Context: an optimization exercise on an open-source flow, tuned for small area. The choices shown serve that exercise and are no tape-out recipe. In this exercise RTL edits were held to simulation tests only and were not proved equivalent to the original. No run shown here takes its clock network from TritonCTS; it comes from the design's own scripts or RTL. No driver is modelled on the clock port, so clock power and skew are understated where the tree is cut down; a real chip needs a root buffer or a tree. Power figures rest on the tool's default switching activity, not on a simulated workload.

<file path="constraint.sdc">
create_clock -name core_clock -period 125.0 [get_ports {clk_1MHz}]
set_input_delay 25.0000 -clock core_clock [delete_from_list [all_inputs] [get_ports {clk_1MHz}]]
set_output_delay 25.0000 -clock core_clock [all_outputs]
set_load 0.01 [all_outputs]
</file>
<file path="flow/cts_single.tcl">
# Replace the clock tree that CTS built with one clock buffer that drives every
# register clock pin directly (all registers see the same clock arrival).
set db [ord::get_db]
set block [ord::get_db_block]
set clk_bterm [$block findBTerm $::env(FLOW_CLOCK_PORT)]
set root_net [$clk_bterm getNet]
set ::cs_sinks {}
set ::cs_old_insts {}
set ::cs_old_nets {}
proc collect_sinks {net} {

  foreach it [$net getITerms] {
    if {![$it isInputSignal] && [$it getIoType] ne "INPUT"} { continue }
    set inst [$it getInst]
    set mname [[$inst getMaster] getName]
    if {[string match "sky130_fd_sc_hd__clkbuf_*" $mname] || [string match "sky130_fd_sc_hd__clkinv*" $mname] || [string match "sky130_fd_sc_hd__bufinv*" $mname]} {
      lappend ::cs_old_insts $inst
      foreach ot [$inst getITerms] {
        if {[$ot isOutputSignal]} {
          set on [$ot getNet]
          if {$on ne "NULL" && $on ne ""} { lappend ::cs_old_nets $on; collect_sinks $on }
        }
      }
    } else {
      lappend ::cs_sinks $it
    }
  }
}
collect_sinks $root_net
puts "cts_single: [llength $::cs_sinks] sinks, removing [llength $::cs_old_insts] clock cells"
set master [$db findMaster $::env(FLOW_CLOCK_BUF)]
set ngroups $::env(FLOW_CLOCK_GROUPS)
# sink positions
set pts {}
foreach it $::cs_sinks {
  set bb [[$it getInst] getBBox]
  lappend pts [list [expr {([$bb xMin] + [$bb xMax]) / 2.0}] [expr {([$bb yMin] + [$bb yMax]) / 2.0}]]
  $it disconnect
}
foreach inst $::cs_old_insts { odb::dbInst_destroy $inst }
foreach n $::cs_old_nets { if {[llength [$n getITerms]] == 0} { odb::dbNet_destroy $n } }
# k-means on sink positions, seeded by sorting on x then y
set n [llength $pts]
set order [lsort -real -index 0 $pts]
set cents {}
for {set g 0} {$g < $ngroups} {incr g} {
  lappend cents [lindex $order [expr {int(($g + 0.5) * $n / $ngroups)}]]
}
for {set iter 0} {$iter < 50} {incr iter} {
  set asg {}
  foreach p $pts {
    set bd 1e18; set bg 0
    for {set g 0} {$g < $ngroups} {incr g} {
      set c [lindex $cents $g]
      set d [expr {abs([lindex $p 0] - [lindex $c 0]) + abs([lindex $p 1] - [lindex $c 1])}]
      if {$d < $bd} { set bd $d; set bg $g }
    }
    lappend asg $bg
  }
  set newc {}
  for {set g 0} {$g < $ngroups} {incr g} {
    set sx 0.0; set sy 0.0; set k 0
    foreach p $pts a $asg { if {$a == $g} { set sx [expr {$sx + [lindex $p 0]}]; set sy [expr {$sy + [lindex $p 1]}]; incr k } }
    if {$k > 0} { lappend newc [list [expr {$sx / $k}] [expr {$sy / $k}]] } else { lappend newc [lindex $cents $g] }
  }
  set cents $newc
}
for {set g 0} {$g < $ngroups} {incr g} {
  set buf [odb::dbInst_create $block $master "clkbuf_root_$g"]
  set net [odb::dbNet_create $block "clknet_root_$g"]
  $net setSigType CLOCK
  foreach it [$buf getITerms] {
    set mt [$it getMTerm]
    if {[$mt getName] eq "A"} { $it connect $root_net }
    if {[$mt getName] eq "X"} { $it connect $net }
  }
  set k 0
  foreach it $::cs_sinks a $asg { if {$a == $g} { $it connect $net; incr k } }
  set c [lindex $cents $g]
  $buf setLocation [expr {int([lindex $c 0])}] [expr {int([lindex $c 1])}]
  $buf setPlacementStatus PLACED
  puts "cts_single: buffer $g drives $k registers"
}
# port buffers: use the smallest plain buffer
set b1 [$db findMaster sky130_fd_sc_hd__buf_1]
foreach inst [$block getInsts] {
  if {[regexp {^(input|output)[0-9]+$} [$inst getName]] && [[$inst getMaster] getName] ne "sky130_fd_sc_hd__buf_1"} {
    puts "cts_single: port buffer [$inst getName] [[$inst getMaster] getName] -> sky130_fd_sc_hd__buf_1"
    $inst swapMaster $b1
  }
}
detailed_placement
check_placement -verbose
estimate_parasitics -placement
report_clock_skew
</file>
<file path="config.mk">
export PLATFORM = sky130hd
export DESIGN_NAME = super_mario_music
export DESIGN_NICKNAME = super_mario_music
export VERILOG_FILES = /design/flow/design.v
export SDC_FILE = /design/flow/constraint.sdc
export NUM_CORES = 4
export LEC_CHECK = 0
export ABC_AREA = 1
export CAP_MARGIN = 20
export CORE_MARGIN = 2
export CORE_UTILIZATION = 70
export SLEW_MARGIN = 20
export SYNTH_MEMORY_MAX_BITS = 65536
</file>
<file path="flow/restructure.tcl">
# Run between the standard flow's synthesis and the rest of its flow, in a fresh OpenROAD:
# re-map the combinational logic of 1_synth.odb for area with restructure (ABC),
# on the platform liberty less its don't-use cells, then swap every combinational
# cell to its smallest drive strength. Registers are not touched.
set res $::env(RMP_RESULTS)
set lib $::env(RMP_LIB)
set work $::env(RMP_WORK)
read_db $res/1_synth.odb
read_liberty $lib
read_sdc $res/1_synth.sdc
source $::env(FLOW_HOME)/platforms/$::env(FLOW_PLATFORM)/setRC.tcl
set ::env(DONT_USE_CELLS) "sky130_fd_sc_hd__lpflow_* sky130_fd_sc_hd__probe_p_8 sky130_fd_sc_hd__probec_p_8"
exec python3 [file join [file dirname [info script]] libfilter.py] $lib $work/area.lib {*}$::env(DONT_USE_CELLS)
set_dont_use $::env(DONT_USE_CELLS)
puts "restructure: design area before"
report_design_area
restructure -target area -liberty_file $work/area.lib \
  -tielo_port sky130_fd_sc_hd__conb_1/LO -tiehi_port sky130_fd_sc_hd__conb_1/HI \
  -work_dir $work
puts "restructure: design area after"
report_design_area
source [file join [file dirname [info script]] downsize.tcl]
report_design_area
write_db $res/1_synth.odb
</file>
<file path="standard.sh">
#!/bin/bash
# synth_recipe.tcl (not shown) runs the flow's synth.tcl, then flattens the netlist and writes it again
# the make line also repeats each setting of config.mk as NAME=value (left out here)
make -C /OpenROAD-flow-scripts/flow DESIGN_CONFIG=/design/flow/config.mk WORK_HOME=/design/flow/orfs CLKGATE_MAP_FILE= SYNTH_SCRIPT=/design/flow/synth_recipe.tcl "${@:-finish}"
</file>
<file path="flow/run.sh">
#!/bin/bash
# The standard layout (standard.sh) with two extra steps:
#  * after synthesis, restructure.tcl re-maps the combinational logic of
#    1_synth.odb for area with OpenROAD's restructure (ABC) on the platform
#    liberty less its don't-use cells, and swaps every combinational cell to its
#    smallest drive strength (the clock period is long; synthesis's upsizing buys
#    nothing); registers are untouched;
#  * after CTS (ORFS POST_CTS hook), cts_single.tcl replaces the clock tree by
#    four clock buffers, each driving the registers of one area of the die, so
#    every register gets its clock through one buffer and all see the same clock
#    arrival; the port buffers become the smallest plain buffer.
# Each tool's full output goes to a log of its own in this folder.
set -uo pipefail
bash standard.sh synth > synth.log 2>&1 || exit 1
mkdir -p rmp_work
RMP_RESULTS=$PWD/orfs/results/$FLOW_PLATFORM/super_mario_music/base \
RMP_LIB=$FLOW_HOME/platforms/$FLOW_PLATFORM/lib/sky130_fd_sc_hd__tt_025C_1v80.lib \
RMP_WORK=$PWD/rmp_work \
  openroad -no_init -exit flow/restructure.tcl > restructure.log 2>&1 || exit 1
export POST_CTS_TCL=$PWD/flow/cts_single.tcl
export FLOW_CLOCK_PORT=clk_1MHz
export FLOW_CLOCK_BUF=sky130_fd_sc_hd__clkbuf_16
export FLOW_CLOCK_GROUPS=3
export CTS_ARGS="-buf_list sky130_fd_sc_hd__clkbuf_8 -dont_use_dummy_load -repair_clock_nets"
bash standard.sh > standard.log 2>&1
</file>
<file path="flow/libfilter.py">
#!/usr/bin/env python3
"""Copy a liberty file without the cells that match any of the given glob patterns."""
import sys, re, fnmatch
src, dst, pats = sys.argv[1], sys.argv[2], sys.argv[3:]
text = open(src).read()
out = []; i = 0; n = len(text)
cell_re = re.compile(r'\n(\s*)cell\s*\(\s*"?([A-Za-z0-9_]+)"?\s*\)\s*\{')
while True:
    m = cell_re.search(text, i)
    if not m:
        out.append(text[i:]); break
    name = m.group(2)
    # find the end of the cell block by brace counting
    j = m.end(); depth = 1
    while depth:
        c = text[j]
        if c == '{': depth += 1
        elif c == '}': depth -= 1
        j += 1
    if any(fnmatch.fnmatch(name, p) for p in pats):
        out.append(text[i:m.start()])
    else:
        out.append(text[i:j])
    i = j
open(dst, 'w').write(''.join(out))
</file>
<file path="design.v">
module super_mario_music (
    input wire clk_1MHz,  
    input wire rst,
    output reg piezo      
);
    wire [3:0] sid;       
    reg  [4:0] off;       
    wire [8:0] a = {sid, off};
    reg [4:0]  p;         
    reg [4:0]  cnt;       
    reg [13:0] b;         
    reg [13:0] t0;        
    reg [15:0] tc;        
    wire [7:0] u_o;
    smm_u u_rom (.i(a), .o(u_o));
    wire [3:0] tcode = u_o[3:0];
    wire [2:0] dcode = u_o[4+2:4];
    wire       last  = u_o[7];
    wire [3:0] dv;
    smm_v v_rom (.i(dcode), .o(dv));
    smm_p p_rom (.i(p), .o(sid));
    wire ge_o;
    smm_g g_rom (.i({tcode, cnt}), .o(ge_o));
    wire rest = ~tcode[0] & ~tcode[1] & ~tcode[2] & ~tcode[3];
    wire [5:0] t_o = rest ? {1'b0, cnt} : ge_o ? {~piezo, 5'd0} : {piezo, nx_cnt(cnt)};
    wire [6:0] dl;
    smm_d d_rom (.i(t0[12:5]), .o(dl));
    function [13:0] add14_4(input [13:0] x, input [3:0] y);
        integer i; reg c;
        begin
            c = 1'b0;
            for (i = 0; i < 14; i = i + 1) begin
                add14_4[i] = x[i] ^ (i < 4 ? y[i] : 1'b0) ^ c;
                c = (x[i] & (i < 4 ? y[i] : 1'b0)) | (c & (x[i] ^ (i < 4 ? y[i] : 1'b0)));
            end
        end
    endfunction
    function gt14(input [13:0] x, input [13:0] y);  
        integer i; reg g;
        begin
            g = 1'b0;
            for (i = 0; i < 14; i = i + 1)
                g = (x[i] & ~y[i]) | (~(x[i] ^ y[i]) & g);
            gt14 = g;
        end
    endfunction
    function [13:0] sub14_7(input [13:0] x, input [6:0] y);
        integer i; reg bw; reg yi;
        begin
            bw = 1'b0;
            for (i = 0; i < 14; i = i + 1) begin
                yi = (i < 7) ? y[i] : 1'b0;
                sub14_7[i] = x[i] ^ yi ^ bw;
                bw = (~x[i] & yi) | (bw & ~(x[i] ^ yi));
            end
        end
    endfunction
    function [6:0] inc7(input [6:0] x);
        integer i; reg c;
        begin
            c = 1'b1;
            for (i = 0; i < 7; i = i + 1) begin
                inc7[i] = x[i] ^ c;
                c = c & x[i];
            end
        end
    endfunction
    function [4:0] nx_off(input [4:0] x);
        nx_off = inc5(x);
    endfunction
    function [4:0] nx_p(input [4:0] x);  
        nx_p = {x[3:0], x[4] ^ x[2]};
    endfunction
    function [4:0] nx_cnt(input [4:0] x);
        nx_cnt = inc5(x);
    endfunction
    function [4:0] inc5(input [4:0] x);
        integer i; reg c;
        begin
            c = 1'b1;
            for (i = 0; i < 5; i = i + 1) begin
                inc5[i] = x[i] ^ c;
                c = c & x[i];
            end
        end
    endfunction
    wire [13:0] bn   = add14_4(b, dv);
    wire        nend = gt14(bn, t0);                    
    wire        tend = (tc == 16'd6656);               
    wire        inc  = tend;
    wire        fb   = tc[15] ^ tc[13] ^ tc[12] ^ tc[10] ^ tend;
    always @(posedge clk_1MHz or posedge rst) begin
        if (rst) begin
            off <= 5'd0;
            p <= 5'd1; cnt <= 5'd0; piezo <= 1'b0;
            b <= 14'd0; t0 <= 14'd12000; tc <= 16'd13312;
        end else begin
            cnt   <= t_o[4:0];
            piezo <= t_o[5];
            b     <= nend ? 14'd0 : bn;
            if (nend) begin
                if (last) begin
                    off <= 5'd0;
                    p <= (p == 5'd26) ? 5'd1 : nx_p(p);
                end else begin
                    off <= nx_off(off);
                end
            end
            t0 <= sub14_7(t0, inc ? dl : 7'd0);
            tc <= {tc[14:0], fb};
        end
    end
endmodule
module smm_u (
    input  wire [8:0] i,
    output wire [7:0] o
);
  wire new_n18, new_n19, new_n20, new_n21, new_n22, new_n23, new_n24,
  new_n25, new_n26, new_n27, new_n28, new_n29, new_n30, new_n31, new_n32,
  new_n33, new_n34, new_n35, new_n36, new_n37, new_n38, new_n39, new_n40,
  new_n41, new_n42, new_n43, new_n44, new_n45, new_n46, new_n47, new_n48,
  new_n49, new_n50, new_n51, new_n52, new_n53, new_n54, new_n55, new_n56,
  new_n57, new_n58, new_n59, new_n60, new_n61, new_n62, new_n63, new_n64,
  new_n65, new_n66, new_n67, new_n68, new_n69, new_n70, new_n71, new_n72,
  new_n73, new_n74, new_n75, new_n76, new_n77, new_n78, new_n79, new_n80,
  new_n81, new_n82, new_n83, new_n84, new_n85, new_n86, new_n87, new_n88,
  new_n89, new_n90, new_n91, new_n92, new_n93, new_n94, new_n95, new_n96,
  new_n98, new_n99, new_n100, new_n101, new_n102, new_n103, new_n104,
  new_n105, new_n106, new_n107, new_n108, new_n109, new_n111, new_n112,
  new_n113, new_n114, new_n115, new_n116, new_n117, new_n118, new_n119,
  new_n120, new_n121, new_n122, new_n123, new_n124, new_n125, new_n126,
  new_n127, new_n128, new_n129, new_n130, new_n131, new_n132, new_n133,
  new_n134, new_n135, new_n136, new_n137, new_n138, new_n139, new_n140,
  new_n141, new_n142, new_n143, new_n145, new_n146, new_n147, new_n148,
  new_n149, new_n150, new_n151, new_n152, new_n153, new_n154, new_n155,
  new_n156, new_n157, new_n158, new_n160, new_n161, new_n162, new_n163,
  new_n164, new_n165, new_n166, new_n167, new_n168, new_n169, new_n170,
  new_n171, new_n172, new_n173, new_n174, new_n175, new_n177, new_n178,
  new_n179, new_n180, new_n181, new_n182, new_n183, new_n184, new_n185,
  new_n186, new_n187, new_n188, new_n189, new_n190, new_n191, new_n192,
  new_n193, new_n194, new_n195, new_n196, new_n197, new_n198, new_n199,
  new_n201, new_n202, new_n203, new_n204, new_n205, new_n206, new_n207,
  new_n208, new_n209, new_n210, new_n211, new_n212, new_n214;
  assign new_n18 = ~i[5] & i[7];
  assign new_n19 = ~i[0] & i[7];
  assign new_n20 = ~i[6] & ~new_n19;
  assign new_n21 = ~new_n18 & ~new_n20;
  assign new_n22 = ~i[2] & ~new_n21;
  assign new_n23 = i[0] & i[2];
  assign new_n24 = i[6] & new_n23;
  assign new_n25 = i[8] & new_n24;
  assign new_n26 = ~i[0] & i[6];
  assign new_n27 = ~i[8] & new_n26;
  assign new_n28 = ~new_n25 & ~new_n27;
  assign new_n29 = ~new_n22 & new_n28;
  assign new_n30 = ~i[1] & i[3];
  assign new_n31 = i[5] & new_n30;
  assign new_n32 = ~i[3] & ~i[5];
  assign new_n33 = ~new_n31 & ~new_n32;
  assign new_n34 = i[1] & ~new_n18;
  assign new_n35 = new_n19 & ~new_n34;
  assign new_n36 = new_n33 & new_n35;
  assign new_n37 = ~i[4] & i[5];
  assign new_n38 = i[8] & new_n37;
  assign new_n39 = ~new_n31 & ~new_n38;
  assign new_n40 = i[0] & ~i[2];
  assign new_n41 = ~new_n39 & new_n40;
  assign new_n42 = ~i[0] & ~i[5];
  assign new_n43 = i[1] & i[2];
  assign new_n44 = new_n42 & new_n43;
  assign new_n45 = ~new_n41 & ~new_n44;
  assign new_n46 = ~new_n36 & new_n45;
  assign new_n47 = i[1] & i[4];
  assign new_n48 = i[2] & i[5];
  assign new_n49 = ~i[0] & i[3];
  assign new_n50 = i[1] & new_n49;
  assign new_n51 = new_n48 & ~new_n50;
  assign new_n52 = ~new_n47 & ~new_n51;
  assign new_n53 = ~i[8] & ~new_n52;
  assign new_n54 = i[0] & i[1];
  assign new_n55 = ~i[1] & ~i[3];
  assign new_n56 = ~i[2] & new_n55;
  assign new_n57 = ~new_n54 & ~new_n56;
  assign new_n58 = ~i[6] & ~i[7];
  assign new_n59 = ~new_n57 & new_n58;
  assign new_n60 = ~i[5] & ~i[7];
  assign new_n61 = i[2] & new_n26;
  assign new_n62 = new_n60 & new_n61;
  assign new_n63 = ~new_n59 & ~new_n62;
  assign new_n64 = ~new_n53 & new_n63;
  assign new_n65 = new_n46 & new_n64;
  assign new_n66 = ~new_n29 & new_n65;
  assign new_n67 = i[0] & ~i[5];
  assign new_n68 = ~i[3] & ~i[7];
  assign new_n69 = new_n67 & new_n68;
  assign new_n70 = ~new_n49 & ~new_n69;
  assign new_n71 = ~i[1] & ~new_n70;
  assign new_n72 = ~new_n66 & new_n71;
  assign new_n73 = ~i[1] & ~i[2];
  assign new_n74 = i[8] & new_n73;
  assign new_n75 = i[6] & i[8];
  assign new_n76 = new_n19 & ~new_n75;
  assign new_n77 = i[7] & new_n43;
  assign new_n78 = i[8] & new_n77;
  assign new_n79 = ~new_n76 & ~new_n78;
  assign new_n80 = new_n46 & new_n79;
  assign new_n81 = ~new_n74 & ~new_n80;
  assign new_n82 = ~new_n29 & new_n55;
  assign new_n83 = i[0] & ~i[8];
  assign new_n84 = ~i[7] & ~new_n83;
  assign new_n85 = i[5] & ~new_n84;
  assign new_n86 = ~i[4] & ~i[7];
  assign new_n87 = new_n40 & new_n86;
  assign new_n88 = i[4] & i[8];
  assign new_n89 = ~i[0] & new_n88;
  assign new_n90 = i[6] & new_n60;
  assign new_n91 = ~new_n89 & ~new_n90;
  assign new_n92 = ~new_n87 & new_n91;
  assign new_n93 = ~new_n85 & new_n92;
  assign new_n94 = i[1] & ~new_n93;
  assign new_n95 = ~new_n82 & ~new_n94;
  assign new_n96 = ~new_n81 & new_n95;
  assign o[0] = new_n72 | ~new_n96;
  assign new_n98 = i[3] & i[8];
  assign new_n99 = i[3] & new_n27;
  assign new_n100 = ~new_n38 & ~new_n99;
  assign new_n101 = i[1] & ~i[2];
  assign new_n102 = ~new_n100 & new_n101;
  assign new_n103 = ~new_n98 & new_n102;
  assign new_n104 = new_n26 & ~new_n68;
  assign new_n105 = new_n74 & new_n104;
  assign new_n106 = ~i[7] & ~new_n55;
  assign new_n107 = new_n25 & ~new_n106;
  assign new_n108 = ~new_n105 & ~new_n107;
  assign new_n109 = ~new_n103 & new_n108;
  assign o[1] = ~new_n65 | ~new_n109;
  assign new_n111 = i[2] & ~i[6];
  assign new_n112 = ~new_n34 & new_n111;
  assign new_n113 = ~i[1] & i[4];
  assign new_n114 = ~new_n112 & ~new_n113;
  assign new_n115 = new_n43 & new_n90;
  assign new_n116 = ~new_n73 & new_n98;
  assign new_n117 = i[0] & ~new_n116;
  assign new_n118 = ~new_n115 & new_n117;
  assign new_n119 = new_n114 & new_n118;
  assign new_n120 = ~i[3] & i[5];
  assign new_n121 = ~i[6] & new_n120;
  assign new_n122 = ~new_n90 & ~new_n121;
  assign new_n123 = new_n73 & ~new_n122;
  assign new_n124 = ~i[6] & ~new_n43;
  assign new_n125 = new_n18 & new_n124;
  assign new_n126 = ~i[0] & ~new_n47;
  assign new_n127 = ~new_n125 & new_n126;
  assign new_n128 = i[5] & new_n77;
  assign new_n129 = ~i[3] & ~new_n48;
  assign new_n130 = ~i[1] & new_n75;
  assign new_n131 = ~new_n129 & new_n130;
  assign new_n132 = ~new_n128 & ~new_n131;
  assign new_n133 = new_n127 & new_n132;
  assign new_n134 = ~new_n123 & new_n133;
  assign new_n135 = ~new_n119 & ~new_n134;
  assign new_n136 = i[0] & new_n18;
  assign new_n137 = ~new_n27 & ~new_n136;
  assign new_n138 = new_n55 & ~new_n137;
  assign new_n139 = ~i[2] & new_n19;
  assign new_n140 = ~i[3] & new_n48;
  assign new_n141 = ~new_n139 & ~new_n140;
  assign new_n142 = ~i[8] & ~new_n141;
  assign new_n143 = ~new_n138 & ~new_n142;
  assign o[2] = new_n135 | ~new_n143;
  assign new_n145 = i[8] & ~new_n43;
  assign new_n146 = ~i[2] & ~i[4];
  assign new_n147 = ~i[8] & ~new_n146;
  assign new_n148 = new_n120 & ~new_n147;
  assign new_n149 = ~new_n145 & new_n148;
  assign new_n150 = ~new_n98 & ~new_n149;
  assign new_n151 = new_n117 & ~new_n150;
  assign new_n152 = new_n19 & ~new_n73;
  assign new_n153 = new_n79 & new_n152;
  assign new_n154 = i[3] & ~i[6];
  assign new_n155 = ~new_n42 & new_n154;
  assign new_n156 = new_n73 & new_n99;
  assign new_n157 = ~new_n155 & ~new_n156;
  assign new_n158 = ~new_n153 & new_n157;
  assign o[3] = new_n151 | ~new_n158;
  assign new_n160 = ~i[0] & ~i[6];
  assign new_n161 = ~i[2] & ~new_n160;
  assign new_n162 = ~new_n55 & ~new_n161;
  assign new_n163 = new_n49 & new_n60;
  assign new_n164 = ~i[4] & ~new_n54;
  assign new_n165 = ~i[8] & ~new_n164;
  assign new_n166 = ~new_n163 & ~new_n165;
  assign new_n167 = ~new_n162 & new_n166;
  assign new_n168 = i[6] & ~new_n38;
  assign new_n169 = ~i[7] & ~new_n168;
  assign new_n170 = ~i[4] & i[6];
  assign new_n171 = i[5] & ~new_n73;
  assign new_n172 = ~new_n170 & new_n171;
  assign new_n173 = ~i[3] & ~new_n60;
  assign new_n174 = ~new_n172 & new_n173;
  assign new_n175 = ~new_n169 & ~new_n174;
  assign o[4] = ~new_n167 | ~new_n175;
  assign new_n177 = ~new_n33 & ~new_n43;
  assign new_n178 = new_n73 & new_n83;
  assign new_n179 = i[0] & ~new_n98;
  assign new_n180 = new_n38 & new_n179;
  assign new_n181 = ~new_n178 & ~new_n180;
  assign new_n182 = ~new_n177 & new_n181;
  assign new_n183 = ~i[7] & ~new_n182;
  assign new_n184 = i[8] & ~new_n120;
  assign new_n185 = new_n43 & ~new_n184;
  assign new_n186 = ~i[2] & new_n32;
  assign new_n187 = ~new_n90 & ~new_n113;
  assign new_n188 = ~new_n186 & new_n187;
  assign new_n189 = ~new_n185 & new_n188;
  assign new_n190 = ~i[0] & ~new_n189;
  assign new_n191 = i[1] & ~i[8];
  assign new_n192 = ~new_n24 & ~new_n191;
  assign new_n193 = i[7] & ~new_n192;
  assign new_n194 = ~new_n48 & ~new_n54;
  assign new_n195 = new_n124 & ~new_n194;
  assign new_n196 = ~new_n76 & ~new_n195;
  assign new_n197 = ~new_n193 & new_n196;
  assign new_n198 = ~new_n102 & new_n197;
  assign new_n199 = ~new_n190 & new_n198;
  assign o[5] = new_n183 | ~new_n199;
  assign new_n201 = ~new_n57 & new_n149;
  assign new_n202 = new_n182 & new_n201;
  assign new_n203 = new_n88 & ~new_n126;
  assign new_n204 = i[6] & new_n67;
  assign new_n205 = ~i[7] & ~new_n204;
  assign new_n206 = i[3] & ~new_n160;
  assign new_n207 = ~new_n205 & new_n206;
  assign new_n208 = new_n77 & new_n83;
  assign new_n209 = new_n47 & ~new_n89;
  assign new_n210 = ~new_n208 & ~new_n209;
  assign new_n211 = ~new_n207 & new_n210;
  assign new_n212 = ~new_n203 & new_n211;
  assign o[6] = new_n202 | ~new_n212;
  assign new_n214 = i[1] & new_n154;
  assign o[7] = ~new_n211 | new_n214;
endmodule
module smm_p (
    input  wire [4:0] i,
    output wire [3:0] o
);
  wire new_n10, new_n11, new_n12, new_n13, new_n14, new_n15, new_n16,
  new_n17, new_n18, new_n19, new_n20, new_n21, new_n22, new_n23, new_n24,
  new_n26, new_n27, new_n28, new_n29, new_n30, new_n31, new_n33, new_n34,
  new_n35, new_n36, new_n37, new_n38, new_n40, new_n41, new_n42;
  assign new_n10 = ~i[1] & ~i[3];
  assign new_n11 = i[1] & i[3];
  assign new_n12 = ~new_n10 & ~new_n11;
  assign new_n13 = i[4] & ~new_n12;
  assign new_n14 = ~i[0] & new_n13;
  assign new_n15 = i[0] & ~i[2];
  assign new_n16 = new_n12 & new_n15;
  assign new_n17 = ~i[0] & ~i[3];
  assign new_n18 = ~new_n16 & ~new_n17;
  assign new_n19 = ~i[2] & ~i[3];
  assign new_n20 = ~i[1] & i[2];
  assign new_n21 = ~new_n19 & ~new_n20;
  assign new_n22 = ~new_n13 & ~new_n21;
  assign new_n23 = ~i[3] & ~new_n22;
  assign new_n24 = ~new_n18 & ~new_n23;
  assign o[0] = new_n14 | new_n24;
  assign new_n26 = ~i[4] & ~new_n17;
  assign new_n27 = ~new_n21 & new_n26;
  assign new_n28 = i[0] & i[2];
  assign new_n29 = i[1] & i[4];
  assign new_n30 = ~new_n19 & new_n29;
  assign new_n31 = ~new_n28 & new_n30;
  assign o[1] = ~new_n27 & ~new_n31;
  assign new_n33 = i[0] & ~i[1];
  assign new_n34 = ~i[4] & ~new_n33;
  assign new_n35 = new_n15 & new_n34;
  assign new_n36 = i[2] & ~new_n34;
  assign new_n37 = ~new_n35 & ~new_n36;
  assign new_n38 = ~new_n14 & new_n37;
  assign o[2] = new_n23 | ~new_n38;
  assign new_n40 = ~i[2] & ~new_n12;
  assign new_n41 = new_n26 & ~new_n40;
  assign new_n42 = i[4] & ~new_n16;
  assign o[3] = new_n41 | new_n42;
endmodule
module smm_d (
    input  wire [7:0] i,
    output wire [6:0] o
);
  wire new_n16, new_n17, new_n18, new_n19, new_n20, new_n21, new_n22,
  new_n23, new_n24, new_n25, new_n26, new_n27, new_n28, new_n29, new_n30,
  new_n31, new_n32, new_n33, new_n34, new_n35, new_n36, new_n37, new_n38,
  new_n39, new_n40, new_n41, new_n42, new_n43, new_n44, new_n45, new_n46,
  new_n47, new_n48, new_n49, new_n50, new_n51, new_n52, new_n53, new_n54,
  new_n55, new_n56, new_n57, new_n58, new_n59, new_n60, new_n61, new_n62,
  new_n63, new_n64, new_n66, new_n67, new_n68, new_n69, new_n70, new_n71,
  new_n72, new_n73, new_n74, new_n75, new_n76, new_n77, new_n78, new_n79,
  new_n80, new_n81, new_n82, new_n83, new_n84, new_n85, new_n86, new_n87,
  new_n88, new_n89, new_n90, new_n91, new_n92, new_n93, new_n94, new_n95,
  new_n96, new_n97, new_n98, new_n100, new_n101, new_n102, new_n103,
  new_n104, new_n105, new_n106, new_n107, new_n108, new_n109, new_n110,
  new_n111, new_n112, new_n113, new_n114, new_n115, new_n116, new_n117,
  new_n118, new_n119, new_n120, new_n122, new_n123, new_n124, new_n125,
  new_n126, new_n127, new_n128, new_n129, new_n130, new_n131, new_n132,
  new_n133, new_n134, new_n135, new_n137, new_n138, new_n139, new_n140,
  new_n142, new_n143, new_n144, new_n145, new_n146;
  assign new_n16 = ~i[3] & i[7];
  assign new_n17 = i[4] & new_n16;
  assign new_n18 = i[7] & ~new_n17;
  assign new_n19 = ~i[2] & ~new_n18;
  assign new_n20 = ~i[5] & ~new_n19;
  assign new_n21 = ~i[1] & ~i[2];
  assign new_n22 = ~i[4] & new_n21;
  assign new_n23 = i[2] & i[3];
  assign new_n24 = ~new_n22 & ~new_n23;
  assign new_n25 = i[0] & new_n24;
  assign new_n26 = ~i[0] & ~i[1];
  assign new_n27 = ~i[2] & ~i[4];
  assign new_n28 = new_n26 & new_n27;
  assign new_n29 = ~new_n25 & ~new_n28;
  assign new_n30 = new_n20 & ~new_n29;
  assign new_n31 = ~i[2] & i[3];
  assign new_n32 = ~i[6] & new_n31;
  assign new_n33 = ~new_n16 & ~new_n32;
  assign new_n34 = ~i[4] & ~i[5];
  assign new_n35 = ~i[1] & ~new_n34;
  assign new_n36 = ~new_n33 & new_n35;
  assign new_n37 = i[4] & i[6];
  assign new_n38 = i[2] & new_n37;
  assign new_n39 = ~new_n32 & ~new_n38;
  assign new_n40 = ~i[0] & ~new_n39;
  assign new_n41 = ~i[0] & ~i[3];
  assign new_n42 = new_n21 & new_n41;
  assign new_n43 = i[6] & new_n42;
  assign new_n44 = ~new_n40 & ~new_n43;
  assign new_n45 = ~new_n36 & new_n44;
  assign new_n46 = i[3] & ~i[4];
  assign new_n47 = i[0] & i[5];
  assign new_n48 = ~i[1] & ~new_n47;
  assign new_n49 = ~i[0] & ~i[7];
  assign new_n50 = i[1] & ~new_n49;
  assign new_n51 = ~new_n48 & ~new_n50;
  assign new_n52 = ~new_n24 & ~new_n51;
  assign new_n53 = new_n46 & ~new_n52;
  assign new_n54 = ~i[6] & ~new_n49;
  assign new_n55 = i[4] & ~new_n54;
  assign new_n56 = i[2] & ~i[6];
  assign new_n57 = ~i[7] & new_n56;
  assign new_n58 = i[1] & i[7];
  assign new_n59 = new_n23 & new_n58;
  assign new_n60 = ~new_n57 & ~new_n59;
  assign new_n61 = ~new_n55 & new_n60;
  assign new_n62 = i[5] & ~new_n61;
  assign new_n63 = ~new_n53 & ~new_n62;
  assign new_n64 = new_n45 & new_n63;
  assign o[0] = new_n30 | ~new_n64;
  assign new_n66 = i[4] & ~new_n41;
  assign new_n67 = ~i[6] & ~new_n66;
  assign new_n68 = i[0] & new_n67;
  assign new_n69 = ~new_n17 & ~new_n68;
  assign new_n70 = ~i[2] & new_n69;
  assign new_n71 = i[6] & ~i[7];
  assign new_n72 = ~i[4] & ~new_n71;
  assign new_n73 = ~i[5] & new_n41;
  assign new_n74 = new_n72 & ~new_n73;
  assign new_n75 = i[1] & ~new_n74;
  assign new_n76 = ~new_n70 & new_n75;
  assign new_n77 = ~i[5] & ~new_n43;
  assign new_n78 = new_n22 & ~new_n77;
  assign new_n79 = i[3] & i[4];
  assign new_n80 = ~i[5] & new_n79;
  assign new_n81 = ~new_n26 & ~new_n58;
  assign new_n82 = new_n80 & new_n81;
  assign new_n83 = ~new_n21 & ~new_n34;
  assign new_n84 = ~i[2] & ~i[5];
  assign new_n85 = ~i[7] & ~new_n84;
  assign new_n86 = ~new_n83 & new_n85;
  assign new_n87 = i[2] & i[7];
  assign new_n88 = new_n47 & new_n87;
  assign new_n89 = ~new_n86 & ~new_n88;
  assign new_n90 = ~new_n82 & new_n89;
  assign new_n91 = i[7] & new_n46;
  assign new_n92 = ~new_n38 & ~new_n91;
  assign new_n93 = ~new_n23 & ~new_n92;
  assign new_n94 = ~new_n32 & ~new_n54;
  assign new_n95 = ~i[0] & ~new_n94;
  assign new_n96 = ~new_n93 & ~new_n95;
  assign new_n97 = new_n90 & new_n96;
  assign new_n98 = ~new_n78 & new_n97;
  assign o[1] = new_n76 | ~new_n98;
  assign new_n100 = new_n69 & new_n77;
  assign new_n101 = ~i[4] & ~new_n23;
  assign new_n102 = i[2] & new_n101;
  assign new_n103 = ~new_n31 & ~new_n102;
  assign new_n104 = i[6] & ~new_n103;
  assign new_n105 = ~i[6] & new_n21;
  assign new_n106 = ~i[3] & new_n105;
  assign new_n107 = i[5] & ~new_n106;
  assign new_n108 = i[4] & new_n71;
  assign new_n109 = new_n27 & new_n58;
  assign new_n110 = ~new_n108 & ~new_n109;
  assign new_n111 = new_n107 & new_n110;
  assign new_n112 = ~new_n104 & new_n111;
  assign new_n113 = ~new_n100 & ~new_n112;
  assign new_n114 = i[2] & ~new_n37;
  assign new_n115 = i[7] & ~new_n114;
  assign new_n116 = i[5] & i[6];
  assign new_n117 = ~new_n105 & ~new_n116;
  assign new_n118 = ~new_n115 & new_n117;
  assign new_n119 = ~new_n88 & ~new_n118;
  assign new_n120 = i[3] & ~new_n119;
  assign o[2] = new_n113 | new_n120;
  assign new_n122 = ~new_n56 & ~new_n80;
  assign new_n123 = ~new_n78 & new_n122;
  assign new_n124 = i[7] & ~new_n123;
  assign new_n125 = ~new_n20 & new_n101;
  assign new_n126 = ~i[4] & new_n51;
  assign new_n127 = ~new_n67 & ~new_n126;
  assign new_n128 = ~new_n125 & new_n127;
  assign new_n129 = i[7] & ~new_n42;
  assign new_n130 = new_n34 & ~new_n129;
  assign new_n131 = ~i[1] & i[2];
  assign new_n132 = new_n130 & ~new_n131;
  assign new_n133 = i[6] & ~new_n132;
  assign new_n134 = ~i[6] & new_n34;
  assign new_n135 = ~new_n91 & ~new_n134;
  assign o[5] = new_n133 | ~new_n135;
  assign new_n137 = ~i[7] & ~new_n42;
  assign new_n138 = ~i[4] & ~new_n137;
  assign new_n139 = ~o[5] & new_n138;
  assign new_n140 = ~new_n128 & ~new_n139;
  assign o[3] = new_n124 | new_n140;
  assign new_n142 = i[7] & new_n32;
  assign new_n143 = ~new_n58 & new_n72;
  assign new_n144 = ~new_n101 & ~new_n143;
  assign new_n145 = ~new_n142 & new_n144;
  assign new_n146 = new_n107 & new_n145;
  assign o[4] = new_n130 | new_n146;
  assign o[6] = ~i[7] & ~new_n134;
endmodule
module smm_v (
    input  wire [2:0] i,
    output wire [3:0] o
);
  wire new_n10, new_n11;
  assign o[0] = i[1] & i[2];
  assign o[1] = ~i[1] & i[2];
  assign new_n10 = i[0] & i[1];
  assign new_n11 = ~i[0] & i[2];
  assign o[2] = ~new_n10 & ~new_n11;
  assign o[3] = i[1] & ~i[2];
endmodule
module smm_g (
    input  wire [8:0] i,
    output wire [0:0] o
);
  wire new_n11, new_n12, new_n13, new_n14, new_n15, new_n16, new_n17,
  new_n18, new_n19, new_n20, new_n21, new_n22, new_n23, new_n24, new_n25,
  new_n26, new_n27, new_n28, new_n29, new_n30, new_n31, new_n32, new_n33,
  new_n34, new_n35;
  assign new_n11 = i[0] & i[1];
  assign new_n12 = i[5] & ~new_n11;
  assign new_n13 = i[2] & ~new_n12;
  assign new_n14 = ~i[7] & i[8];
  assign new_n15 = ~new_n13 & new_n14;
  assign new_n16 = ~i[6] & i[8];
  assign new_n17 = ~i[7] & ~new_n16;
  assign new_n18 = i[2] & new_n17;
  assign new_n19 = ~i[3] & ~new_n18;
  assign new_n20 = ~i[0] & i[5];
  assign new_n21 = i[6] & new_n20;
  assign new_n22 = i[1] & ~new_n21;
  assign new_n23 = ~i[6] & ~new_n20;
  assign new_n24 = ~i[2] & i[7];
  assign new_n25 = i[3] & ~new_n24;
  assign new_n26 = ~new_n23 & ~new_n25;
  assign new_n27 = ~new_n22 & new_n26;
  assign new_n28 = ~new_n19 & ~new_n27;
  assign new_n29 = ~new_n15 & new_n28;
  assign new_n30 = ~i[4] & ~new_n29;
  assign new_n31 = i[4] & new_n11;
  assign new_n32 = i[8] & ~new_n31;
  assign new_n33 = i[6] & ~new_n32;
  assign new_n34 = ~i[5] & new_n17;
  assign new_n35 = ~new_n33 & new_n34;
  assign o[0] = ~new_n30 & ~new_n35;
endmodule
</file>
<file path="flow/downsize.tcl">
# Swap each combinational cell to the smallest-area variant of the same function
# (same base name, different drive strength). Registers keep their cell type.
set db [ord::get_db]
set block [ord::get_db_block]
set dont_use {}
if {[info exists ::env(DONT_USE_CELLS)]} { set dont_use $::env(DONT_USE_CELLS) }
array set best {}
foreach lib [$db getLibs] {
  foreach m [$lib getMasters] {
    set n [$m getName]
    if {![regexp {^(sky130_fd_sc_hd__[a-z0-9]+)_([0-9]+)$} $n -> base drv]} { continue }
    set skip 0
    foreach pat $dont_use { if {[string match $pat $n]} { set skip 1 } }
    if {$skip} { continue }
    set a [expr {[$m getWidth] * [$m getHeight]}]
    if {![info exists best($base)] || $a < [lindex $best($base) 1]} { set best($base) [list $m $a] }
  }
}
set nswap 0
foreach inst [$block getInsts] {
  set m [$inst getMaster]
  set n [$m getName]
  if {![regexp {^(sky130_fd_sc_hd__[a-z0-9]+)_([0-9]+)$} $n -> base drv]} { continue }
  if {[regexp {^sky130_fd_sc_hd__(df|sdf|edf|dl|tap|fill|decap|conb|lpflow)} $n]} { continue }
  if {![info exists best($base)]} { continue }
  set bm [lindex $best($base) 0]
  set ba [lindex $best($base) 1]
  set a [expr {[$m getWidth] * [$m getHeight]}]
  if {$ba < $a} {
    $inst swapMaster $bm
    incr nswap
  }
}
puts "downsize: swapped $nswap instances"
</file>
==> results.yml, run 1 <==
sta:
  final.setup_skew_ns: 0.0181
  drv_slew: 0
  tightest_slew_ns: 0.998
  setup_viol: 0
  rsz0062_at_grt: "no"
  slew-limit-headroom_pct: 32.8
  max_freq_mhz: 38.9
  period_needed_ns: 25.69
  final.setup.tns_ns: 0
  min_period_over_period_pct: 20.5
  finalHoldViolCount: 0
placed_design:
  gp_congestion: 1.05
  dpl.hpwl_mm: 6.72
  portBuffers: 2
synth:
  syn_inst: 482
  synth_area_sq_um: 3780
  yosysWarnings: 1
  synthesis.nets: 484
  syn_area_per_cell_sq_um: 7.84
finish:
  drive_gt1_share_pct: 3.87
  diodes: 0
  final_core_util_pct: 76.9
  finalNetCount: 495
  area_delta_synth_final_pct: 5.33
drt:
  drtAntennaViolNets: 0
  vias: 3909
  drc: 0
  drt_iter0_markers: 564
  vias_per_cell: 6.97
  wire_per_inst_um: 17.0
  wl_mm: 9.53
  firstDrtPassIters: 6
worst_setup_path:
  cp.depth: 1
  setup.worst_path.start: "piezo$_DFFE_PP0P_"
  arrival_ns: 0.69
  timing.rr.start: "p[1]$_DFFE_PP0P_"
  endpoint: "piezo"
  path_buf_inv: 1
  cp-start-kind: "flop"
  cp-end-kind: "primary output"
  r2r_setup_slack_ns: 117.02
  cp_max_fo: 3
  required_ns: 100.00
  path_cells: "buf_1"
  cp_slowest_cell: "dfrtp_1"
  worst_r2r_endpoint: "off[3]$_DFFE_PP0P_"
  path_delay_family: "flip-flops"
  worstSetupPathType: "reg -> out"
  ff2ff_path_depth: 40
  critPathMaxStageDelay_ns: 0.38
die:
  num_rows: 26
  die-area_sq_um: 6000
  die_h_um: 77.5
  core_sq_um: 5170
  io_pins: 3
  fp.dieW_um: 77.5
  start_util_pct: 73.0
power:
  p_clk_share_pct: 31.3
  power.density_nw_per_um2: 7.25
  power.leakage_nw: 1.53
  combPwrFrac_pct: 1.4
  ir_drop_uv: 6.65
  power.net_switching_w: 0.00000504
  swShare_pct: 17.5
  p_seq_share_pct: 67.3
  p_int_w: 0.0000238
outcome:
  outcome: "complete, no violations"
grt:
  grt_overflow: 0
  antenna_found_initial: 0
  grt_start_max_net_pins: 61
  grt_usage_pct: 32.9
  grt_pass1_wl_mm: 16.3
  grt_pass1_vias: 3659
clocking:
  cts_sinks: 60
  clk_pin_slew_worst_paths_ns: 0.09
  clock_latency_ns: 0.15
flow_run:
  maxCapViolations: 0
min_path:
  hold_class: "reg -> reg"
metal layers:
layer / wire length (um) / up-vias / global-route usage (%) / part of all wire (%)
li1: - / 1817 / - / -
met1: 3970 / 1783 / 44.2 / 42
met2: 4440 / 259 / 54.0 / 47
met3: 843 / 50 / 5.00 / 8.9
met4: 273 / 0 / 12.9 / 2.9
met5: 0 / - / 0 / 0
stage by stage:
stage / hold WS, ns / setup WS [ns] / instance area (sq um) / total power [W] / std cells
after floorplan: 0.354 / 99.08 / 3780 / 0.0000201 / 482
after global placement: 0.358 / 98.96 / 3920 / 0.0000202 / 558
after detailed placement: 0.365 / 98.92 / 3920 / 0.0000202 / 558
after global routing: 0.397 / 99.28 / 3980 / 0.0000298 / 561
final: 0.385 / 99.31 / 3980 / 0.0000288 / 561
power by group through the flow:
stage	logic [W]	clock network [W]	registers [W]
2_1_floorplan	0.000000283	0	0.0000198
3_3_place_gp	0.000000425	0	0.0000198
3_5_place_dp	0.000000442	0	0.0000198
5_1_grt	0.000000471	0.00000988	0.0000194
6_report	0.000000395	0.00000904	0.0000194
worst min path at each step:
| stage | from | endpoint | slack [ns] | depth (start not counted) |
|---|---|---|---|---|
| after global routing | tc[7]$_DFF_PP0_ | tc[8]$_DFF_PP0_ | 0.40 | 0 |
| after floorplan | tc[0]$_DFF_PP0_ | tc[1]$_DFF_PP0_ | 0.35 | 0 |
| after global placement | tc[2]$_DFF_PP0_ | tc[3]$_DFF_PP0_ | 0.36 | 0 |
| final | tc[11]$_DFF_PP0_ | tc[12]$_DFF_PP1_ | 0.39 | 0 |
| after detailed placement | tc[3]$_DFF_PP0_ | tc[4]$_DFF_PP0_ | 0.37 | 0 |
flip-flops by register name (all words and copies together), names as in the netlist:
name   count
off        5
piezo      1
cnt        5
t0        14
b         14
tc        16
p          5
worst reg2reg max path, delay by kind of cell (launching register included):
kind	cells	cell delay, ns
buffers and inverters	10	1.86
AND/OR/NAND/NOR	15	2.18
AO/OA/AOI/OAI	15	3.38
flip-flops	1	0.43
final cells by class:
class	count	area (sq um)
multi-input cells	364	2050
flip-flops and latches	60	1520
fillers	372	1190
inverters	58	218
well taps	70	87.6
plain buffers	3	75.1
repair buffers	6	37.5
cells in the final DEF (no fill, tap or decap), drive strengths merged, types with 6 or more instances in the layout:
cell    instances
nand2          35
o21a           13
a21oi          26
dfrtp          49
o32ai           7
nor3           22
xor2            7
o21ai          59
o22a            9
nor2           84
dfstp          11
a222oi          9
a31oi           6
o22ai          17
buf             6
nand3           7
clkinv         57
==> run 2, diff against run 1 <==
--- a/flow/run.sh
+++ b/flow/run.sh
@@ -20,6 +20,6 @@
 export POST_CTS_TCL=$PWD/flow/cts_single.tcl
 export FLOW_CLOCK_PORT=clk_1MHz
 export FLOW_CLOCK_BUF=sky130_fd_sc_hd__clkbuf_16
-export FLOW_CLOCK_GROUPS=3
+export FLOW_CLOCK_GROUPS=4
 export CTS_ARGS="-buf_list sky130_fd_sc_hd__clkbuf_8 -dont_use_dummy_load -repair_clock_nets"
 bash standard.sh > standard.log 2>&1
==> results.yml, run 2 <==
finish:
  final_common_cell: "nor2_1"
  final_cell_mix: "nor2_1, o21ai_0, clkinv_1"
  area_delta_synth_final_pct: 6.00
  largest_reg_flops: 16
  top_regs: "tc: 16 flops, b: 14 flops, t0: 14 flops"
  largest_register: "tc"
  fillers: 369
  finalNetCount: 496
  drive_gt1_share_pct: 4.07
  diodes: 0
drt:
  drc: 0
  drtAntennaViolNets: 0
  drt_iter0_markers: 630
  wl_mm: 9.45
  firstDrtPassIters: 6
  vias: 3907
  vias_per_cell: 6.95
  wire_per_inst_um: 16.8
worst_setup_path:
  critPathMaxStageDelay_ns: 0.38
  cp_max_fo: 3
  worstSetupPathType: "reg -> out"
  cp-start-kind: "flop"
  cp-end-kind: "primary output"
  path_delay_family: "flip-flops"
  path_cells: "buf_1"
  cp.depth: 1
  ff2ff_path_depth: 40
  path_buf_inv: 1
  cp_slowest_cell: "dfrtp_1"
  required_ns: 100.00
  arrival_ns: 0.68
die:
  start_util_pct: 73.0
  core_sq_um: 5170
  die-area_sq_um: 6000
  die_h_um: 77.5
  num_rows: 26
  fp.dieW_um: 77.5
  io_pins: 3
placed_design:
  dpl.hpwl_mm: 6.72
  portBuffers: 2
  gp_congestion: 1.05
grt:
  grt_pass1_wl_mm: 16.4
  antenna_found_initial: 0
  grt_usage_pct: 33.2
  grt_pass1_vias: 3635
  grt_overflow: 0
  grt_start_max_net_pins: 61
clocking:
  cts_sinks: 60
  clk_pin_slew_worst_paths_ns: 0.08
  clock_latency_ns: 0.14
sta:
  setup_viol: 0
  final.setup_skew_ns: 0.0242
  rsz0062_at_grt: "no"
  final.setup.tns_ns: 0
  period_needed_ns: 25.68
  min_period_over_period_pct: 20.5
  drv_slew: 0
  max_freq_mhz: 38.9
  slew-limit-headroom_pct: 30.6
  finalHoldViolCount: 0
  tightest_slew_ns: 1.03
power:
  power.density_nw_per_um2: 7.54
  ir_drop_uv: 8.03
  power.leakage_nw: 1.55
  finalPower_w: 0.0000302
synth:
  synth_area_sq_um: 3780
  synthesis.nets: 484
  syn_area_per_cell_sq_um: 7.84
  syn_inst: 482
  yosysWarnings: 1
flow_run:
  maxCapViolations: 0
outcome:
  outcome: "complete, no violations"
min_path:
  min_path_cells: 0
  hold_class: "reg -> reg"
run 2: final cells by class:
| class | count | area (sq um) | share of cell area (%) |
|---|---|---|---|
| well taps | 70 | 87.6 | 2.19 |
| multi-input cells | 364 | 2050 | 51.1 |
| inverters | 58 | 218 | 5.44 |
| flip-flops and latches | 60 | 1520 | 37.8 |
| plain buffers | 4 | 100 | 2.50 |
| repair buffers | 6 | 37.5 | 0.938 |
run 2: final timing paths:
check,startpoint,to,slack [ns]
setup / recovery,piezo$_DFFE_PP0P_,piezo,99.32
hold / removal,tc[11]$_DFF_PP0_,tc[12]$_DFF_PP1_,0.38
setup reg to reg,p[1]$_DFFE_PP0P_,off[3]$_DFFE_PP0P_,117.08
hold reg to reg,tc[11]$_DFF_PP0_,tc[12]$_DFF_PP1_,0.38
max in group asynchronous,rst,t0[12]$_DFF_PP0_,99.46
min in group asynchronous,rst,tc[3]$_DFF_PP0_,25.05
run 2: metal layers:
layer | up-vias | share of wire, % | global-route usage [%] | routed length (um)
met4 | 0 | 2.8 | 10.9 | 261
met5 | - | 0 | 0 | 0
met2 | 256 | 47 | 55.0 | 4480
met1 | 1792 | 41 | 45.3 | 3900
li1 | 1819 | - | - | -
met3 | 40 | 8.5 | 4.77 | 805
run 2: power by group:
part           switching [W]   internal, W
Clock             0.00000465    0.00000574
Combinational    0.000000360  0.0000000304
Sequential                 0     0.0000194
run 2: per-stage QoR:
step / cell area, sq um / setup slack [ns] / utilization (%) / std cells / hold slack [ns]
2_1_floorplan: 3780 / 99.08 / - / 482 / 0.354
3_3_place_gp: 3920 / 98.96 / 75.7 / 558 / 0.358
3_5_place_dp: 3920 / 98.92 / 75.7 / 558 / 0.365
5_1_grt: 4000 / 99.28 / 77.4 / 562 / 0.390
6_report: 4000 / 99.32 / 77.4 / 562 / 0.379
==> run 3, diff against run 2 <==
--- a/flow/run.sh
+++ b/flow/run.sh
@@ -19,7 +19,7 @@
   openroad -no_init -exit flow/restructure.tcl > restructure.log 2>&1 || exit 1
 export POST_CTS_TCL=$PWD/flow/cts_single.tcl
 export FLOW_CLOCK_PORT=clk_1MHz
-export FLOW_CLOCK_BUF=sky130_fd_sc_hd__clkbuf_16
+export FLOW_CLOCK_BUF=sky130_fd_sc_hd__clkbuf_8
 export FLOW_CLOCK_GROUPS=4
 export CTS_ARGS="-buf_list sky130_fd_sc_hd__clkbuf_8 -dont_use_dummy_load -repair_clock_nets"
 bash standard.sh > standard.log 2>&1
==> results.yml, run 3 <==
synth:
  yosysWarnings: 1
  synthesis.nets: 484
  synth_area_sq_um: 3780
  syn_inst: 482
  syn_area_per_cell_sq_um: 7.84
worst_setup_path:
  cp-end-kind: "primary output"
  path_cells: "buf_1"
  path_buf_inv: 1
  path_delay_family: "flip-flops"
  cp_slowest_cell: "dfrtp_1"
  arrival_ns: 0.71
  worstSetupPathType: "reg -> out"
  critPathMaxStageDelay_ns: 0.41
  required_ns: 100.00
  cp_max_fo: 3
  cp-start-kind: "flop"
clocking:
  clk_pin_slew_worst_paths_ns: 0.11
  clock_latency_ns: 0.17
  cts_sinks: 60
placed_design:
  portBuffers: 2
  gp_congestion: 1.05
  dpl.hpwl_mm: 6.72
  dp_slack_ns: 98.92
die:
  die_h_um: 77.5
  io_pins: 3
  start_util_pct: 73.0
  die-area_sq_um: 6000
  num_rows: 26
  fp.dieW_um: 77.5
  core_sq_um: 5170
sta:
  final.setup_skew_ns: 0.0386
  final.setup.tns_ns: 0
  fin_ws_ns: 99.29
  tightest_slew_ns: 0.948
  period_needed_ns: 25.72
  slew-limit-headroom_pct: 36.2
  min_period_over_period_pct: 20.6
  drv_slew: 0
  rsz0062_at_grt: "no"
  finalHoldViolCount: 0
  max_freq_mhz: 38.9
  setup_viol: 0
grt:
  grt_overflow: 0
  grt_usage_pct: 32.5
  grt_pass1_wl_mm: 16.0
  grt_pass1_vias: 3641
  grt_start_max_net_pins: 61
  antenna_found_initial: 0
finish:
  area_delta_synth_final_pct: 4.80
  top_regs: "tc: 16 flops, b: 14 flops, t0: 14 flops"
  drive_gt1_share_pct: 4.07
  diodes: 0
  fillers: 374
  largest_reg_flops: 16
  final_cell_mix: "nor2_1, o21ai_0, clkinv_1"
  finalNetCount: 496
  final_common_cell: "nor2_1"
  largest_register: "tc"
power:
  power.density_nw_per_um2: 6.92
  power.leakage_nw: 1.53
  ir_drop_uv: 7.24
  finalPower_w: 0.0000274
drt:
  vias: 3884
  wl_mm: 9.31
  drt_iter0_markers: 664
  drtAntennaViolNets: 0
  vias_per_cell: 6.91
  firstDrtPassIters: 7
  wire_per_inst_um: 16.6
  drc: 0
flow_run:
  maxCapViolations: 0
min_path:
  hold_class: "reg -> reg"
outcome:
  outcome: "complete, no violations"
run 3: cell count changes in the layout (fill, tap and decap cells not counted):
cell       change
clkbuf_16      -4
clkbuf_8       +4
run 3: through the flow:
stage,instance area [sq um],util [%],cells,hold WS (ns)
2_1_floorplan,3780,-,482,0.354
3_3_place_gp,3920,75.7,558,0.358
3_5_place_dp,3920,75.7,558,0.365
5_1_grt,3960,76.5,562,0.391
6_report,3960,76.5,562,0.372
run 3: worst paths after layout:
path | slack [ns] | to | start | depth (start not counted)
max reg2reg | 117.11 | off[3]$_DFFE_PP0P_ | p[1]$_DFFE_PP0P_ | 40
max | 99.29 | piezo | piezo$_DFFE_PP0P_ | 1
min in group asynchronous | 25.01 | tc[3]$_DFF_PP0_ | rst | 3
max in group asynchronous | 99.47 | t0[12]$_DFF_PP0_ | rst | 3
min | 0.37 | tc[3]$_DFF_PP0_ | tc[2]$_DFF_PP0_ | 0
min reg2reg | 0.37 | tc[3]$_DFF_PP0_ | tc[2]$_DFF_PP0_ | 0
run 3: power by group:
| group | internal [W] | switching, W |
|---|---|---|
| sequential | 0.0000194 | 0 |
| combinational | 0.0000000304 | 0.000000359 |
| clock | 0.00000295 | 0.00000462 |
run 3: per-layer routing:
layer | global-route usage, % | vias up | wire length [um] | share of wire, %
met2 | 53.0 | 238 | 4330 | 47
met1 | 43.8 | 1781 | 3920 | 42
li1 | - | 1826 | - | -
met3 | 4.19 | 39 | 784 | 8.4
met5 | 0 | - | 0 | 0
met4 | 14.1 | 0 | 275 | 3.0
run 3: layout make-up:
cell class                      count  area [sq um]  area share [%]
Buffer                              4          55.1            1.39
Inverter                           58           218            5.50
Multi-Input combinational cell    364          2050            51.7
Sequential cell                    60          1520            38.3
Tap cell                           70          87.6            2.21
Timing Repair Buffer                6          37.5           0.948
==> run 4, diff against run 3 <==
--- a/flow/run.sh
+++ b/flow/run.sh
@@ -6,7 +6,7 @@
 #    smallest drive strength (the clock period is long; synthesis's upsizing buys
 #    nothing); registers are untouched;
 #  * after CTS (ORFS POST_CTS hook), cts_single.tcl replaces the clock tree by
-#    four clock buffers, each driving the registers of one area of the die, so
+#    three clock buffers, each driving the registers of one area of the die, so
 #    every register gets its clock through one buffer and all see the same clock
 #    arrival; the port buffers become the smallest plain buffer.
 # Each tool's full output goes to a log of its own in this folder.
--- a/config.mk
+++ b/config.mk
@@ -8,6 +8,6 @@
 export ABC_AREA = 1
 export CAP_MARGIN = 20
 export CORE_MARGIN = 2
-export CORE_UTILIZATION = 70
+export CORE_UTILIZATION = 78
 export SLEW_MARGIN = 20
 export SYNTH_MEMORY_MAX_BITS = 65536
==> results.yml, run 4 <==
grt:
  grt_pass1_vias: 3459
  grt_start_max_net_pins: 61
  grt_pass1_wl_mm: 16.2
  grt_overflow: 0
  grt_usage_pct: 38.1
  antenna_found_initial: 0
sta:
  final.setup.tns_ns: 0
  max_freq_mhz: 38.9
  slew-limit-headroom_pct: 36.5
  final.setup_skew_ns: 0.0341
  finalHoldViolCount: 0
  tightest_slew_ns: 0.943
  setup_viol: 0
  min_period_over_period_pct: 20.5
  period_needed_ns: 25.68
  rsz0062_at_grt: "no"
  drv_slew: 0
worst_setup_path:
  path_cells: "buf_1"
  cp_max_fo: 3
  ff2ff_path_depth: 40
  required_ns: 100.00
  path_delay_family: "flip-flops"
  worstSetupPathType: "reg -> out"
  cp-start-kind: "flop"
  path_buf_inv: 1
  critPathMaxStageDelay_ns: 0.38
  arrival_ns: 0.68
  cp_slowest_cell: "dfrtp_1"
  cp.depth: 1
  cp-end-kind: "primary output"
drt:
  firstDrtPassIters: 6
  wire_per_inst_um: 18.1
  drtAntennaViolNets: 0
  vias: 4026
  vias_per_cell: 7.37
  wl_mm: 9.89
  drc: 0
  drt_iter0_markers: 704
synth:
  synth_area_sq_um: 3780
  syn_inst: 482
  synthesis.nets: 484
  yosysWarnings: 1
  syn_area_per_cell_sq_um: 7.84
finish:
  final_common_cell: "nor2_1"
  largest_reg_flops: 16
  finalNetCount: 496
  final_core_util_pct: 83.9
  diodes: 0
  area_delta_synth_final_pct: 4.27
  final_cell_mix: "nor2_1, o21ai_0, clkinv_1"
  largest_register: "tc"
  drive_gt1_share_pct: 4.07
  top_regs: "tc: 16 flops, b: 14 flops, t0: 14 flops"
die:
  fp.dieW_um: 73.6
  core_sq_um: 4690
  num_rows: 25
  die_h_um: 73.6
  start_util_pct: 80.5
  io_pins: 3
  die-area_sq_um: 5420
placed_design:
  gp_congestion: 1.10
  portBuffers: 2
  dpl.hpwl_mm: 6.75
clocking:
  clk_pin_slew_worst_paths_ns: 0.12
  clock_latency_ns: 0.17
  cts_sinks: 60
outcome:
  outcome: "complete, no violations"
power:
  power.density_nw_per_um2: 6.95
  power.leakage_nw: 1.53
  ir_drop_uv: 7.84
min_path:
  hold_class: "reg -> reg"
  min_path_cells: 0
flow_run:
  maxCapViolations: 0
run 4: cell counts in the layout (fill, tap and decap cells not counted):
No cell type changed its count.
run 4: through the flow:
step | instances | hold WS, ns | total power, W | setup slack, ns | instance area [sq um]
finish | 546 | 0.392 | 0.0000274 | 99.32 | 3940
global route | 546 | 0.407 | 0.0000283 | 99.28 | 3940
detailed placement | 542 | 0.361 | 0.0000202 | 98.94 | 3900
global placement | 542 | 0.355 | 0.0000202 | 98.97 | 3900
floorplan | 482 | 0.354 | 0.0000201 | 99.08 | 3780
run 4: area by class of cell:
type / count / area (sq um)
fillers: 290 / 753
well taps: 54 / 67.6
plain buffers: 4 / 55.1
multi-input cells: 364 / 2050
repair buffers: 6 / 37.5
inverters: 58 / 218
flip-flops and latches: 60 / 1520
run 4: report_power, final:
group          switching [W]   internal, W
Combinational    0.000000359  0.0000000304
Sequential                 0     0.0000194
Clock             0.00000460    0.00000295
run 4: worst paths after layout:
path	slack [ns]	end	start
max in group asynchronous	99.48	off[3]$_DFFE_PP0P_	rst
min reg2reg	0.39	tc[6]$_DFF_PP0_	tc[5]$_DFF_PP0_
max	99.32	piezo	piezo$_DFFE_PP0P_
max reg2reg	116.85	off[3]$_DFFE_PP0P_	p[3]$_DFFE_PP0P_
min	0.39	tc[6]$_DFF_PP0_	tc[5]$_DFF_PP0_
min in group asynchronous	25.00	tc[0]$_DFF_PP0_	rst
run 4: per-layer routing:
metal	vias to the layer above	wire length [um]	track usage (%)
met5	-	0	0
met1	1833	3850	50.5
met4	0	310	9.09
li1	1814	-	-
met3	69	1090	8.92
met2	310	4640	63.5
==> run 5, diff against run 4 <==
--- a/flow/run.sh
+++ b/flow/run.sh
@@ -19,7 +19,7 @@
   openroad -no_init -exit flow/restructure.tcl > restructure.log 2>&1 || exit 1
 export POST_CTS_TCL=$PWD/flow/cts_single.tcl
 export FLOW_CLOCK_PORT=clk_1MHz
-export FLOW_CLOCK_BUF=sky130_fd_sc_hd__clkbuf_8
-export FLOW_CLOCK_GROUPS=4
+export FLOW_CLOCK_BUF=sky130_fd_sc_hd__clkbuf_16
+export FLOW_CLOCK_GROUPS=3
 export CTS_ARGS="-buf_list sky130_fd_sc_hd__clkbuf_8 -dont_use_dummy_load -repair_clock_nets"
 bash standard.sh > standard.log 2>&1
==> results.yml, run 5 <==
outcome:
  outcome: "complete, no violations"
sta:
  min_period_over_period_pct: 20.6
  max_freq_mhz: 38.9
  drv_slew: 0
  tightest_slew_ns: 0.963
  setup_viol: 0
  period_needed_ns: 25.69
  final.setup.tns_ns: 0
  rsz0062_at_grt: "no"
  final.setup_skew_ns: 0.0217
  hold_ws_ns: 0.385
  slew-limit-headroom_pct: 35.1
  finalHoldViolCount: 0
power:
  combPwrFrac_pct: 1.3
  power.leakage_nw: 1.53
  p_seq_share_pct: 67.4
  p_clk_share_pct: 31.2
  p_int_w: 0.0000238
  ir_drop_uv: 6.92
  power.net_switching_w: 0.00000499
  power.density_nw_per_um2: 7.27
  swShare_pct: 17.3
die:
  fp.dieW_um: 73.6
  num_rows: 25
  io_pins: 3
  die_h_um: 73.6
  core_sq_um: 4690
  die-area_sq_um: 5420
  start_util_pct: 80.5
worst_setup_path:
  arrival_ns: 0.69
  required_ns: 100.00
  critPathMaxStageDelay_ns: 0.38
  cp_slowest_cell: "dfrtp_1"
  path_cells: "buf_1"
  path_buf_inv: 1
  path_delay_family: "flip-flops"
  cp-start-kind: "flop"
  worstSetupPathType: "reg -> out"
  cp-end-kind: "primary output"
  cp_max_fo: 3
drt:
  drc: 0
  vias: 4079
  wire_per_inst_um: 18.6
  drt_iter0_markers: 738
  drtAntennaViolNets: 0
  wl_mm: 10.2
  vias_per_cell: 7.48
  firstDrtPassIters: 6
grt:
  grt_pass1_vias: 3504
  grt_overflow: 0
  grt_start_max_net_pins: 61
  grt_usage_pct: 38.9
  grt_pass1_wl_mm: 16.5
  antenna_found_initial: 0
placed_design:
  dp.cells: 542
  dpl_cell_area_sq_um: 3900
  dpl.hpwl_mm: 6.75
  portBuffers: 2
  gp_congestion: 1.10
finish:
  diodes: 0
  final_cell_mix: "nor2_1, o21ai_0, clkinv_1"
  drive_gt1_share_pct: 3.87
  top_regs: "tc: 16 flops, b: 14 flops, t0: 14 flops"
  final_core_util_pct: 84.4
  area_delta_synth_final_pct: 4.80
  stdcell_area_sq_um: 3960
  finalNetCount: 495
  final_common_cell: "nor2_1"
  layoutNonFillerInstCount: 545
  largest_register: "tc"
  largest_reg_flops: 16
synth:
  syn_area_per_cell_sq_um: 7.84
  synthesis.nets: 484
  syn_inst: 482
  synth_area_sq_um: 3780
  yosysWarnings: 1
clocking:
  cts_sinks: 60
  clock_latency_ns: 0.15
  clk_pin_slew_worst_paths_ns: 0.09
flow_run:
  maxCapViolations: 0
min_path:
  hold_class: "reg -> reg"
[run 5: layer usage]
metal	vias to the layer above	wire [um]	global-route usage, %	share of wire (%)
li1	1811	-	-	-
met1	1860	3940	52.0	39
met2	336	4700	64.5	46
met3	72	1140	8.09	11
met4	0	371	10.3	3.7
met5	-	0	0	0
[run 5: worst register-to-register path: cells and delay by family (launching register included)]
kind / cells / cell delay [ns]
buffers and inverters: 10 / 1.97
AND/OR/NAND/NOR: 15 / 2.27
flip-flops: 1 / 0.50
AO/OA/AOI/OAI: 15 / 3.34
[run 5: final cells by class]
type | instances | area, sq um
Fill cell | 282 | 733
Sequential cell | 60 | 1520
Inverter | 58 | 218
Multi-Input combinational cell | 364 | 2050
Tap cell | 54 | 67.6
Timing Repair Buffer | 6 | 37.5
Buffer | 3 | 75.1
[run 5: through the flow]
step | worst slack, ns | total power (W)
finish | 99.31 | 0.0000288
detailed placement | 98.94 | 0.0000202
global route | 99.27 | 0.0000297
floorplan | 99.08 | 0.0000201
global placement | 98.97 | 0.0000202
[run 5: power by group through the flow]
| stage | logic, W | clock network, W | registers, W |
|---|---|---|---|
| global placement | 0.000000421 | 0 | 0.0000198 |
| global route | 0.000000469 | 0.00000979 | 0.0000194 |
| finish | 0.000000388 | 0.00000899 | 0.0000194 |
| detailed placement | 0.000000433 | 0 | 0.0000198 |
| floorplan | 0.000000283 | 0 | 0.0000198 |
[run 5: worst paths after layout]
check                                      to  slack (ns)  cells past startpoint         startpoint
max                                     piezo       99.31                      1  piezo$_DFFE_PP0P_
min                           tc[6]$_DFF_PP0_        0.38                      0    tc[5]$_DFF_PP0_
max reg2reg                off[3]$_DFFE_PP0P_      116.84                     40   p[3]$_DFFE_PP0P_
min reg2reg                   tc[6]$_DFF_PP0_        0.38                      0    tc[5]$_DFF_PP0_
max in group asynchronous      b[5]$_DFF_PP0_       99.48                      3                rst
min in group asynchronous     tc[1]$_DFF_PP0_       25.02                      3                rst

static timing again, ports no longer ideal:
Ports are ideal in the flow. The routed layouts listed here were re-timed in OpenROAD. Step 1, drivers: a clkbuf_16 drives clk_1MHz and a buf_2 each remaining input, both assumed. Step 2 adds t to the input delays and takes it off the output delays; t is the mean of the earliest and latest rising clock arrival at the registers after step 1. Input paths then give back, and output paths get back, about the clock's delay inside the block. a / b / c = ideal ports / drivers / drivers and shift; a / b = the first two.
run | t (ns) | setup slack, ns | worst setup path at the end | worst slew at a driven data input, ns
run 1 | 0.205 | 99.315 / 99.251 / 99.305 | input, reset recovery | 0.03
run 2 | 0.201 | 99.319 / 99.248 / 99.305 | input, reset recovery | 0.03
run 3 | 0.204 | 99.285 / 99.228 / 99.292 | input, reset recovery | 0.03
run 4 | 0.210 | 99.324 / 99.265 / 99.310 | input, reset recovery | 0.03
run 5 | 0.202 | 99.309 / 99.248 / 99.324 | input, reset recovery | 0.03
After both steps every run listed still meets setup and hold. Setup slack includes reset recovery checks.
